What follows belongs to an exercise in optimizing a design on an open flow for small area; a production flow would make more cautious choices. Only simulation tests tie the RTL to the original design; equivalence was not proved.

File: flow/design.v
module ROM_COS(clka, ena, addra, douta);
input clka, ena;
input [9:0] addra;
output reg [11:0] douta;
reg [11:0] mem [0:1023];
initial begin
	$readmemh("cos_rom.hex", mem);
end
always @(posedge clka) begin
	if (ena) douta <= mem[addra];
end
endmodule
module ROM_SINE(clka, ena, addra, douta);
input clka, ena;
input [9:0] addra;
output reg [11:0] douta;
reg [11:0] mem [0:1023];
initial begin
	$readmemh("sin_rom.hex", mem);
end
always @(posedge clka) begin
	if (ena) douta <= mem[addra];
end
endmodule
module NCO(clk, rst, en, ncos, nsin);
input clk, rst, en;
output [11:0] ncos, nsin;
reg [9:0] addr;
wire [11:0] cos_rom, sin_rom;
ROM_COS u_ROM_COS(.clka(clk),
	              .addra(addr),
	              .douta(cos_rom),
	              .ena(1)
	              );
ROM_SINE u_ROM_SINE(.clka(clk),
	               .addra(addr),
	               .douta(sin_rom),
	               .ena(1)
	               );
always @(posedge clk or posedge rst) begin
	if (rst) begin
	    addr <= 10'd0;
	end
	else if(en) begin
		addr <= addr + 10'd1;
	end
	else begin
		addr <= addr;
	end
end
assign ncos = cos_rom;
assign nsin = sin_rom;
endmodule
module CO(clk, rst, en, I, Q, I_ro, Q_ro);
input clk, rst, en;
input [1:0] I;
input [1:0] Q;
output reg signed [13:0] I_ro;
output reg signed [13:0] Q_ro; 
wire signed [11:0] ncos;
wire signed [11:0] nsin;
wire signed [13:0] I_temp0;
wire signed [13:0] Q_temp0;
reg signed [13:0] I_temp;
reg signed [13:0] Q_temp;
wire signed [13:0] cos_temp;
wire signed [13:0] sin_temp;
wire signed [13:0] sin_minus;
NCO u_NCO(.clk(clk),
	      .rst(rst),
	      .en(1),
	      .ncos(ncos),
	      .nsin(nsin)
	      );
assign I_temp0 ={I[1], I[1], I[1], I[1], I[1], I[1], I[1], I[1], I[1], I[1], I[1], I[1], I};
assign Q_temp0 ={Q[1], Q[1], Q[1], Q[1], Q[1], Q[1], Q[1], Q[1], Q[1], Q[1], Q[1], Q[1], Q};
always @(posedge clk or posedge rst) begin
	if (rst) begin
	    I_temp <= 0;
	    Q_temp <= 0;
	end
	else begin
		I_temp <= I_temp0;
		Q_temp <= Q_temp0;
	end
end
assign cos_temp = {ncos[11], ncos[11] ,ncos};
assign sin_temp = {nsin[11], nsin[11] ,nsin};
assign sin_minus = (~sin_temp) + 1;
always @(posedge clk or posedge rst) begin
	if (rst) begin
	    I_ro <= 13'd0;
	    Q_ro <= 13'd0;
	end
	else if (en) begin
		I_ro <= I_temp*cos_temp + Q_temp*sin_minus;
		Q_ro <= I_temp*sin_temp + Q_temp*cos_temp;
	end
	else begin
		I_ro <= I_ro;
		Q_ro <= Q_ro;
	end
end
endmodule
File: flow/run.sh
#!/bin/bash
# synth_recipe.tcl (not shown) runs the flow's synth.tcl, then flattens the netlist and writes it again
# the make line also repeats each setting of config.mk as NAME=value (left out here)
make -C /OpenROAD-flow-scripts/flow DESIGN_CONFIG=/design/flow/config.mk WORK_HOME=/design/flow/orfs CLKGATE_MAP_FILE= SYNTH_SCRIPT=/design/flow/synth_recipe.tcl finish
File: flow/constraint.sdc
create_clock -name core_clock -period 5.0 [get_ports {clk}]
set_input_delay 1.0000 -clock core_clock [delete_from_list [all_inputs] [get_ports {clk}]]
set_output_delay 1.0000 -clock core_clock [all_outputs]
set_load 0.01 [all_outputs]
File: flow/config.mk
export PLATFORM = sky130hd
export DESIGN_NAME = CO
export DESIGN_NICKNAME = CO
export VERILOG_FILES = /design/flow/design.v
export SDC_FILE = /design/flow/constraint.sdc
export NUM_CORES = 4
export LEC_CHECK = 0
export CAP_MARGIN = 20
export CORE_MARGIN = 2
export CORE_UTILIZATION = 40
export SLEW_MARGIN = 20
export SYNTH_MEMORY_MAX_BITS = 32768
File: flow/sin_rom.hex
01c
01c
01d
01d
01d
01d
01d
01d
01e
01e
01e
01e
01e
01e
01f
01f
01f
01f
01f
01f
020
020
020
020
020
020
020
021
021
021
021
021
021
021
022
022
022
022
022
022
022
022
023
023
023
023
023
023
023
023
024
024
024
024
024
024
024
024
024
024
025
025
025
025
025
025
025
025
025
025
025
026
026
026
026
026
026
026
026
026
026
026
026
026
027
027
027
027
027
027
027
027
027
027
027
027
027
027
027
027
027
027
027
028
028
028
028
028
028
028
028
028
028
028
028
028
028
028
028
028
028
028
028
028
028
028
028
028
028
028
028
028
028
028
028
028
028
028
028
028
028
028
028
028
028
028
028
028
028
028
028
028
028
028
027
027
027
027
027
027
027
027
027
027
027
027
027
027
027
027
027
027
027
026
026
026
026
026
026
026
026
026
026
026
026
026
025
025
025
025
025
025
025
025
025
025
025
024
024
024
024
024
024
024
024
024
024
023
023
023
023
023
023
023
023
022
022
022
022
022
022
022
022
021
021
021
021
021
021
021
020
020
020
020
020
020
020
01f
01f
01f
01f
01f
01f
01e
01e
01e
01e
01e
01e
01d
01d
01d
01d
01d
01d
01c
01c
01c
01c
01c
01c
01b
01b
01b
01b
01b
01a
01a
01a
01a
01a
01a
019
019
019
019
019
018
018
018
018
018
017
017
017
017
017
016
016
016
016
016
015
015
015
015
015
014
014
014
014
014
013
013
013
013
012
012
012
012
012
011
011
011
011
010
010
010
010
010
00f
00f
00f
00f
00e
00e
00e
00e
00d
00d
00d
00d
00d
00c
00c
00c
00c
00b
00b
00b
00b
00a
00a
00a
00a
009
009
009
009
009
008
008
008
008
007
007
007
007
006
006
006
006
005
005
005
005
004
004
004
004
003
003
003
003
002
002
002
002
001
001
001
001
000
000
000
000
000
fff
fff
fff
fff
ffe
ffe
ffe
ffe
ffd
ffd
ffd
ffd
ffc
ffc
ffc
ffc
ffb
ffb
ffb
ffb
ffa
ffa
ffa
ffa
ff9
ff9
ff9
ff9
ff8
ff8
ff8
ff8
ff7
ff7
ff7
ff7
ff7
ff6
ff6
ff6
ff6
ff5
ff5
ff5
ff5
ff4
ff4
ff4
ff4
ff3
ff3
ff3
ff3
ff3
ff2
ff2
ff2
ff2
ff1
ff1
ff1
ff1
ff0
ff0
ff0
ff0
ff0
fef
fef
fef
fef
fee
fee
fee
fee
fee
fed
fed
fed
fed
fec
fec
fec
fec
fec
feb
feb
feb
feb
feb
fea
fea
fea
fea
fea
fe9
fe9
fe9
fe9
fe9
fe8
fe8
fe8
fe8
fe8
fe7
fe7
fe7
fe7
fe7
fe6
fe6
fe6
fe6
fe6
fe6
fe5
fe5
fe5
fe5
fe5
fe4
fe4
fe4
fe4
fe4
fe4
fe3
fe3
fe3
fe3
fe3
fe3
fe2
fe2
fe2
fe2
fe2
fe2
fe1
fe1
fe1
fe1
fe1
fe1
fe0
fe0
fe0
fe0
fe0
fe0
fe0
fdf
fdf
fdf
fdf
fdf
fdf
fdf
fde
fde
fde
fde
fde
fde
fde
fde
fdd
fdd
fdd
fdd
fdd
fdd
fdd
fdd
fdc
fdc
fdc
fdc
fdc
fdc
fdc
fdc
fdc
fdc
fdb
fdb
fdb
fdb
fdb
fdb
fdb
fdb
fdb
fdb
fdb
fda
fda
fda
fda
fda
fda
fda
fda
fda
fda
fda
fda
fda
fd9
fd9
fd9
fd9
fd9
fd9
fd9
fd9
fd9
fd9
fd9
fd9
fd9
fd9
fd9
fd9
fd9
fd9
fd9
fd8
fd8
fd8
fd8
fd8
fd8
fd8
fd8
fd8
fd8
fd8
fd8
fd8
fd8
fd8
fd8
fd8
fd8
fd8
fd8
fd8
fd8
fd8
fd8
fd8
fd8
fd8
fd8
fd8
fd8
fd8
fd8
fd8
fd8
fd8
fd8
fd8
fd8
fd8
fd8
fd8
fd8
fd8
fd8
fd8
fd8
fd8
fd8
fd8
fd8
fd8
fd9
fd9
fd9
fd9
fd9
fd9
fd9
fd9
fd9
fd9
fd9
fd9
fd9
fd9
fd9
fd9
fd9
fd9
fd9
fda
fda
fda
fda
fda
fda
fda
fda
fda
fda
fda
fda
fda
fdb
fdb
fdb
fdb
fdb
fdb
fdb
fdb
fdb
fdb
fdb
fdc
fdc
fdc
fdc
fdc
fdc
fdc
fdc
fdc
fdc
fdd
fdd
fdd
fdd
fdd
fdd
fdd
fdd
fde
fde
fde
fde
fde
fde
fde
fde
fdf
fdf
fdf
fdf
fdf
fdf
fdf
fe0
fe0
fe0
fe0
fe0
fe0
fe0
fe1
fe1
fe1
fe1
fe1
fe1
fe2
fe2
fe2
fe2
fe2
fe2
fe3
fe3
fe3
fe3
fe3
fe3
fe4
fe4
fe4
fe4
fe4
fe4
fe5
fe5
fe5
fe5
fe5
fe6
fe6
fe6
fe6
fe6
fe6
fe7
fe7
fe7
fe7
fe7
fe8
fe8
fe8
fe8
fe8
fe9
fe9
fe9
fe9
fe9
fea
fea
fea
fea
fea
feb
feb
feb
feb
feb
fec
fec
fec
fec
fec
fed
fed
fed
fed
fee
fee
fee
fee
fee
fef
fef
fef
fef
ff0
ff0
ff0
ff0
ff0
ff1
ff1
ff1
ff1
ff2
ff2
ff2
ff2
ff3
ff3
ff3
ff3
ff3
ff4
ff4
ff4
ff4
ff5
ff5
ff5
ff5
ff6
ff6
ff6
ff6
ff7
ff7
ff7
ff7
ff7
ff8
ff8
ff8
ff8
ff9
ff9
ff9
ff9
ffa
ffa
ffa
ffa
ffb
ffb
ffb
ffb
ffc
ffc
ffc
ffc
ffd
ffd
ffd
ffd
ffe
ffe
ffe
ffe
fff
fff
fff
fff
000
000
000
000
000
001
001
001
001
002
002
002
002
003
003
003
003
004
004
004
004
005
005
005
005
006
006
006
006
007
007
007
007
008
008
008
008
009
009
009
009
009
00a
00a
00a
00a
00b
00b
00b
00b
00c
00c
00c
00c
00d
00d
00d
00d
00d
00e
00e
00e
00e
00f
00f
00f
00f
010
010
010
010
010
011
011
011
011
012
012
012
012
012
013
013
013
013
014
014
014
014
014
015
015
015
015
015
016
016
016
016
016
017
017
017
017
017
018
018
018
018
018
019
019
019
019
019
01a
01a
01a
01a
01a
01a
01b
01b
01b
01b
01b
01c
01c
01c
01c
File: flow/cos_rom.hex
01c
01c
01c
01c
01c
01b
01b
01b
01b
01b
01a
01a
01a
01a
01a
01a
019
019
019
019
019
018
018
018
018
018
017
017
017
017
017
016
016
016
016
016
015
015
015
015
015
014
014
014
014
014
013
013
013
013
012
012
012
012
012
011
011
011
011
010
010
010
010
010
00f
00f
00f
00f
00e
00e
00e
00e
00d
00d
00d
00d
00d
00c
00c
00c
00c
00b
00b
00b
00b
00a
00a
00a
00a
009
009
009
009
009
008
008
008
008
007
007
007
007
006
006
006
006
005
005
005
005
004
004
004
004
003
003
003
003
002
002
002
002
001
001
001
001
000
000
000
000
000
fff
fff
fff
fff
ffe
ffe
ffe
ffe
ffd
ffd
ffd
ffd
ffc
ffc
ffc
ffc
ffb
ffb
ffb
ffb
ffa
ffa
ffa
ffa
ff9
ff9
ff9
ff9
ff8
ff8
ff8
ff8
ff7
ff7
ff7
ff7
ff7
ff6
ff6
ff6
ff6
ff5
ff5
ff5
ff5
ff4
ff4
ff4
ff4
ff3
ff3
ff3
ff3
ff3
ff2
ff2
ff2
ff2
ff1
ff1
ff1
ff1
ff0
ff0
ff0
ff0
ff0
fef
fef
fef
fef
fee
fee
fee
fee
fee
fed
fed
fed
fed
fec
fec
fec
fec
fec
feb
feb
feb
feb
feb
fea
fea
fea
fea
fea
fe9
fe9
fe9
fe9
fe9
fe8
fe8
fe8
fe8
fe8
fe7
fe7
fe7
fe7
fe7
fe6
fe6
fe6
fe6
fe6
fe6
fe5
fe5
fe5
fe5
fe5
fe4
fe4
fe4
fe4
fe4
fe4
fe3
fe3
fe3
fe3
fe3
fe3
fe2
fe2
fe2
fe2
fe2
fe2
fe1
fe1
fe1
fe1
fe1
fe1
fe0
fe0
fe0
fe0
fe0
fe0
fe0
fdf
fdf
fdf
fdf
fdf
fdf
fdf
fde
fde
fde
fde
fde
fde
fde
fde
fdd
fdd
fdd
fdd
fdd
fdd
fdd
fdd
fdc
fdc
fdc
fdc
fdc
fdc
fdc
fdc
fdc
fdc
fdb
fdb
fdb
fdb
fdb
fdb
fdb
fdb
fdb
fdb
fdb
fda
fda
fda
fda
fda
fda
fda
fda
fda
fda
fda
fda
fda
fd9
fd9
fd9
fd9
fd9
fd9
fd9
fd9
fd9
fd9
fd9
fd9
fd9
fd9
fd9
fd9
fd9
fd9
fd9
fd8
fd8
fd8
fd8
fd8
fd8
fd8
fd8
fd8
fd8
fd8
fd8
fd8
fd8
fd8
fd8
fd8
fd8
fd8
fd8
fd8
fd8
fd8
fd8
fd8
fd8
fd8
fd8
fd8
fd8
fd8
fd8
fd8
fd8
fd8
fd8
fd8
fd8
fd8
fd8
fd8
fd8
fd8
fd8
fd8
fd8
fd8
fd8
fd8
fd8
fd8
fd9
fd9
fd9
fd9
fd9
fd9
fd9
fd9
fd9
fd9
fd9
fd9
fd9
fd9
fd9
fd9
fd9
fd9
fd9
fda
fda
fda
fda
fda
fda
fda
fda
fda
fda
fda
fda
fda
fdb
fdb
fdb
fdb
fdb
fdb
fdb
fdb
fdb
fdb
fdb
fdc
fdc
fdc
fdc
fdc
fdc
fdc
fdc
fdc
fdc
fdd
fdd
fdd
fdd
fdd
fdd
fdd
fdd
fde
fde
fde
fde
fde
fde
fde
fde
fdf
fdf
fdf
fdf
fdf
fdf
fdf
fe0
fe0
fe0
fe0
fe0
fe0
fe0
fe1
fe1
fe1
fe1
fe1
fe1
fe2
fe2
fe2
fe2
fe2
fe2
fe3
fe3
fe3
fe3
fe3
fe3
fe4
fe4
fe4
fe4
fe4
fe4
fe5
fe5
fe5
fe5
fe5
fe6
fe6
fe6
fe6
fe6
fe6
fe7
fe7
fe7
fe7
fe7
fe8
fe8
fe8
fe8
fe8
fe9
fe9
fe9
fe9
fe9
fea
fea
fea
fea
fea
feb
feb
feb
feb
feb
fec
fec
fec
fec
fec
fed
fed
fed
fed
fee
fee
fee
fee
fee
fef
fef
fef
fef
ff0
ff0
ff0
ff0
ff0
ff1
ff1
ff1
ff1
ff2
ff2
ff2
ff2
ff3
ff3
ff3
ff3
ff3
ff4
ff4
ff4
ff4
ff5
ff5
ff5
ff5
ff6
ff6
ff6
ff6
ff7
ff7
ff7
ff7
ff7
ff8
ff8
ff8
ff8
ff9
ff9
ff9
ff9
ffa
ffa
ffa
ffa
ffb
ffb
ffb
ffb
ffc
ffc
ffc
ffc
ffd
ffd
ffd
ffd
ffe
ffe
ffe
ffe
fff
fff
fff
fff
000
000
000
000
000
001
001
001
001
002
002
002
002
003
003
003
003
004
004
004
004
005
005
005
005
006
006
006
006
007
007
007
007
008
008
008
008
009
009
009
009
009
00a
00a
00a
00a
00b
00b
00b
00b
00c
00c
00c
00c
00d
00d
00d
00d
00d
00e
00e
00e
00e
00f
00f
00f
00f
010
010
010
010
010
011
011
011
011
012
012
012
012
012
013
013
013
013
014
014
014
014
014
015
015
015
015
015
016
016
016
016
016
017
017
017
017
017
018
018
018
018
018
019
019
019
019
019
01a
01a
01a
01a
01a
01a
01b
01b
01b
01b
01b
01c
01c
01c
01c
01c
01c
01d
01d
01d
01d
01d
01d
01e
01e
01e
01e
01e
01e
01f
01f
01f
01f
01f
01f
020
020
020
020
020
020
020
021
021
021
021
021
021
021
022
022
022
022
022
022
022
022
023
023
023
023
023
023
023
023
024
024
024
024
024
024
024
024
024
024
025
025
025
025
025
025
025
025
025
025
025
026
026
026
026
026
026
026
026
026
026
026
026
026
027
027
027
027
027
027
027
027
027
027
027
027
027
027
027
027
027
027
027
028
028
028
028
028
028
028
028
028
028
028
028
028
028
028
028
028
028
028
028
028
028
028
028
028
028
028
028
028
028
028
028
028
028
028
028
028
028
028
028
028
028
028
028
028
028
028
028
028
028
028
027
027
027
027
027
027
027
027
027
027
027
027
027
027
027
027
027
027
027
026
026
026
026
026
026
026
026
026
026
026
026
026
025
025
025
025
025
025
025
025
025
025
025
024
024
024
024
024
024
024
024
024
024
023
023
023
023
023
023
023
023
022
022
022
022
022
022
022
022
021
021
021
021
021
021
021
020
020
020
020
020
020
020
01f
01f
01f
01f
01f
01f
01e
01e
01e
01e
01e
01e
01d
01d
01d
01d
01d
01d
01c
==> impl_metrics.tcl <==
set metrics [dict create \
    synth_area_per_cell_um2 8.514 \
    finalSetupTns_ns 0 \
    max_freq_mhz 217.6 \
    p_int_uw 976.8 \
    grt_pass1_wl_um 29690 \
    finalSetupViolCount 0 \
    slowest_delay_ns 0.53 \
    numClockSinks 56 \
    holdBufCountCts 0 \
    crit_path_end_kind "flop" \
    vdd_drop_max_mv 0.1509 \
    synthTopCellsByArea "dfrtp_1, fa_1, ha_1, dfxtp_1, xnor2_1" \
    grt_use_met2_pct 33.17 \
    p_sw_uw 438.0 \
    cts.clk_slew.worst_paths_ns 0.08 \
    grt_overflow 0 \
    path_class "flop to flop" \
    fin_nets 931 \
    synth_edf_count 0 \
    drv_slew 0 \
    crit_arrival_ns 4.78 \
    fin_area_mm2 0.007605 \
    grt_pass1_vias 5835 \
    via_count 6009 \
    r2r_start "u_NCO.u_ROM_SINE.douta[0]" \
    clock-root-buffer "clkbuf_16" \
    clk_latency_ns 0.30 \
    synth_seq_area_share_pct 19.07 \
    fin_crit_sh_pct 91.92 \
    placedInstanceArea_mm2 0.007451 \
    drc 0 \
    synth-xor-area-share_pct 4.767 \
    drt_iter0_drc 467 \
    crit_chain "inv_1 -> ha_1 -> nand2_1 -> nor3_1 -> xnor2_1 -> and2_1 -> fa_1 -> fa_1 -> ha_1 -> ha_1 -> or2_1 -> a21oi_1 -> a211oi_1 -> a221oi_1 -> xnor2_1 -> mux2_2" \
    hp-start "Q_ro[5]" \
    htree_levels 2 \
    dp_hpwl_um 13070 \
    worstPathRequired_ns 5.19 \
    initial_utilization_pct 40.65 \
    finalWeightedCongestion 0.8872 \
    die_x_um 136.1 \
    syn_area_mm2 0.006982 \
    synth_simple_gate_area_share_pct 17.85 \
    ys_ff_latch 56 \
    cp_top_family "adder cells" \
    hold_path.class "flop to flop" \
    dr.pass1.iters 5 \
    max_slew_margin_pct 42.44 \
    worst_pin_slew_ns 0.8621 \
    post-synth-top-area-fraction_pct 15.05 \
    p_seq_share_pct 39.1 \
    critPathMostFrequentCell "ha_1" \
    design.portCount 35 \
    dieHeight_um 136.1 \
    synth_common_cells "ha_1, nor2_1, nand2_1, inv_1, a21oi_1" \
    areaGrowthSynthToFinish_pct 8.925 \
    cts.path.max_buffers 2 \
    cts_buffers 5 \
    cts_tree "yes" \
    rsz0062_at_grt "no" \
    synth.net_count 933 \
    crit_start "u_NCO.u_ROM_SINE.douta[0]" \
    clkPwrFrac_pct 25.8 \
    antenna_left 0 \
    grt_max_degree 68 \
    ys.flop_type "dfrtp_1" \
    die-area_mm2 0.01853 \
    cp_slowest_cell "fa_1" \
    synth_compound_area_share_pct 21.76 \
    wl_per_cell_um 17.05 \
    core.rowCount 48 \
    drive_gt1_share_pct 7.204 \
    synthMuxAreaShare_pct 6.290 \
    yosysMostFrequentCell "ha_1" \
    grt.busiest_layer "met2" \
    synthAdderAreaFrac_pct 23.51 \
    critPathLaunchType "flop" \
    synth_top_family_by_area "adder cells" \
    fin_crit_ns 4.596 \
    leakagePower_nw 3.235 \
    viasPerCell 5.756 \
    synth_top_cell_by_area "dfrtp_1" \
    netSwitchingFraction_pct 30.96 \
    worstPathMaxFanout 5 \
    io_buffers 34 \
    synthDistinctLibCells 73 \
    antenna_found_initial 0 \
    antenna_cells 0 \
    async_flop_share_pct 75.00 \
    maxCapViolations 0 \
    core_area_mm2 0.01718 \
    power_mw 1.415 \
    status "no timing/DRC/antenna violations" \
    drt_wl_total_um 17800 \
    clock_skew_ns 0.006315 \
    syn_inst 820 \
    synth.yosys.warnings 7 \
    grt_usage_pct 19.88 \
    hold_viol 0 \
    powerDensity_mw_per_mm2 186.0 \
    met3_usage_pct 2.200 \
    gr-usage-met1_pct 26.84 \
    crit_buf_inv 1 \
    p_comb_share_pct 35.0 \
]
[metrics by stage]
stage | hold slack [ns] | util (%) | cells | setup slack [ns]
3_3_place_gp | 0.4668 | 43.38 | 1036 | 0.4471
6_report | 0.4826 | 44.27 | 1044 | 0.4039
3_5_place_dp | 0.4728 | 43.38 | 1036 | 0.3422
2_1_floorplan | 0.5024 | - | 820 | 0.7030
4_1_cts | 0.4917 | 44.26 | 1044 | 0.3299
5_1_grt | 0.5170 | 44.27 | 1044 | 0.02928
[cells by family after synthesis]
kind of cell    count (synthesis)
compound gates                223
xor+xnor                       38
fa+ha+maj                     106
buf+inv                       115
flops                          56
mux                            35
simple gates                  247
[state kept, by name, indices dropped and copies added (netlist names)]
register / count
u_NCO.u_ROM_SINE.douta: 7
I_temp: 2
Q_temp: 2
I_ro: 14
Q_ro: 14
u_NCO.addr: 10
u_NCO.u_ROM_COS.douta: 7
[routing by layer]
layer	vias up	part of all wire, %
met1	2878	46
met4	0	2.5
met3	39	4.7
met5	-	0
li1	2908	-
met2	184	47
[worst paths after layout]
path	to	slack, ns	depth (start not counted)
max	I_ro[13]	0.40	16
min	Q_ro[5]	0.48	1
max reg2reg	I_ro[13]	0.40	16
min reg2reg	Q_ro[5]	0.48	1
max in group asynchronous	u_NCO.addr[3]	3.22	2
min in group asynchronous	Q_ro[5]	1.20	2
[power by group through the flow]
stage                     sequential [mW]  clock, mW  combinational, mW
after detailed placement            0.565          0              0.503
after floorplan                     0.590          0              0.279
after CTS                           0.556      0.383              0.506
final                               0.553      0.366              0.496
after global placement              0.564          0              0.497
after global routing                0.563      0.399              0.562
[layout make-up]
type / instances / area [µm²]
fill: 1740 / 9572
tap: 225 / 281.5
timing repair buffer: 46 / 430.4
sequential: 56 / 1335
multi-input combinational: 649 / 5181
clock inverter: 3 / 26.28
clock buffer: 5 / 125.1
inverter: 60 / 225.2
[cell usage in the layout, fill, tap and decap left out, types with 7 or more instances in the layout]
master,synthesis,final
a211oi_1,14,14
a21oi_1,51,51
a31oi_1,16,16
and2_1,21,21
buf_4,1,12
clkdlybuf4s50_1,0,34
dfrtp_1,42,39
dfxtp_1,14,14
fa_1,42,42
ha_1,64,64
inv_1,57,56
mux2_2,21,21
mux2i_1,9,9
nand2_1,58,58
nand2b_1,22,22
nand3_1,13,13
nor2_1,61,60
nor2b_1,27,27
nor3_1,18,18
o211ai_1,14,14
o21a_1,9,9
o21ai_0,30,30
o22ai_1,8,8
o311ai_0,7,7
o31ai_1,7,7
xnor2_1,30,30
xor2_1,8,8
[worst register-to-register path, cell delays in order (launching register included)]
cell and delay, ns:
dfxtp_1 0.36, inv_1 0.12, ha_1 0.24, nand2_1 0.10, nor3_1 0.38, xnor2_1 0.13, and2_1 0.19, fa_1 0.53
fa_1 0.42, ha_1 0.31, ha_1 0.34, or2_1 0.23, a21oi_1 0.31, a211oi_1 0.13, a221oi_1 0.36, xnor2_1 0.09
mux2_2 0.26
[timing repair]
item	in CTS	in global routing
resized for setup	0	1
setup endpoints to repair	0	1
setup buffers	0	0

-- afterwards: timing with drivers on the ports --
The flow's constraints put no driver on any port. The routed layout listed below was extracted and timed again, unchanged, in two steps. Step 1 assumes that a clkbuf_16 drives the clock port and a buf_2 every other input. Step 2 times the ports against the registers' clock, not the clock port: input delays grow and output delays shrink by t, the midpoint of the rising clock arrivals with the driver on. Slacks: ideal / step 1 / step 2; pairs: ideal / step 1.
t, ns: 0.335
setup slack, ns: 0.404 / 0.404 / 0.404
clock arrival spread, ns: 0.007 / 0.007
worst register clock-pin slew, ns: 0.08 / 0.08
worst data-port slew with drivers (ns): 0.03
After both steps setup and hold are still met in this run. For this run, drivers alone change the setup slack by 0.000 ns; drivers and shift together by 0.000 ns.
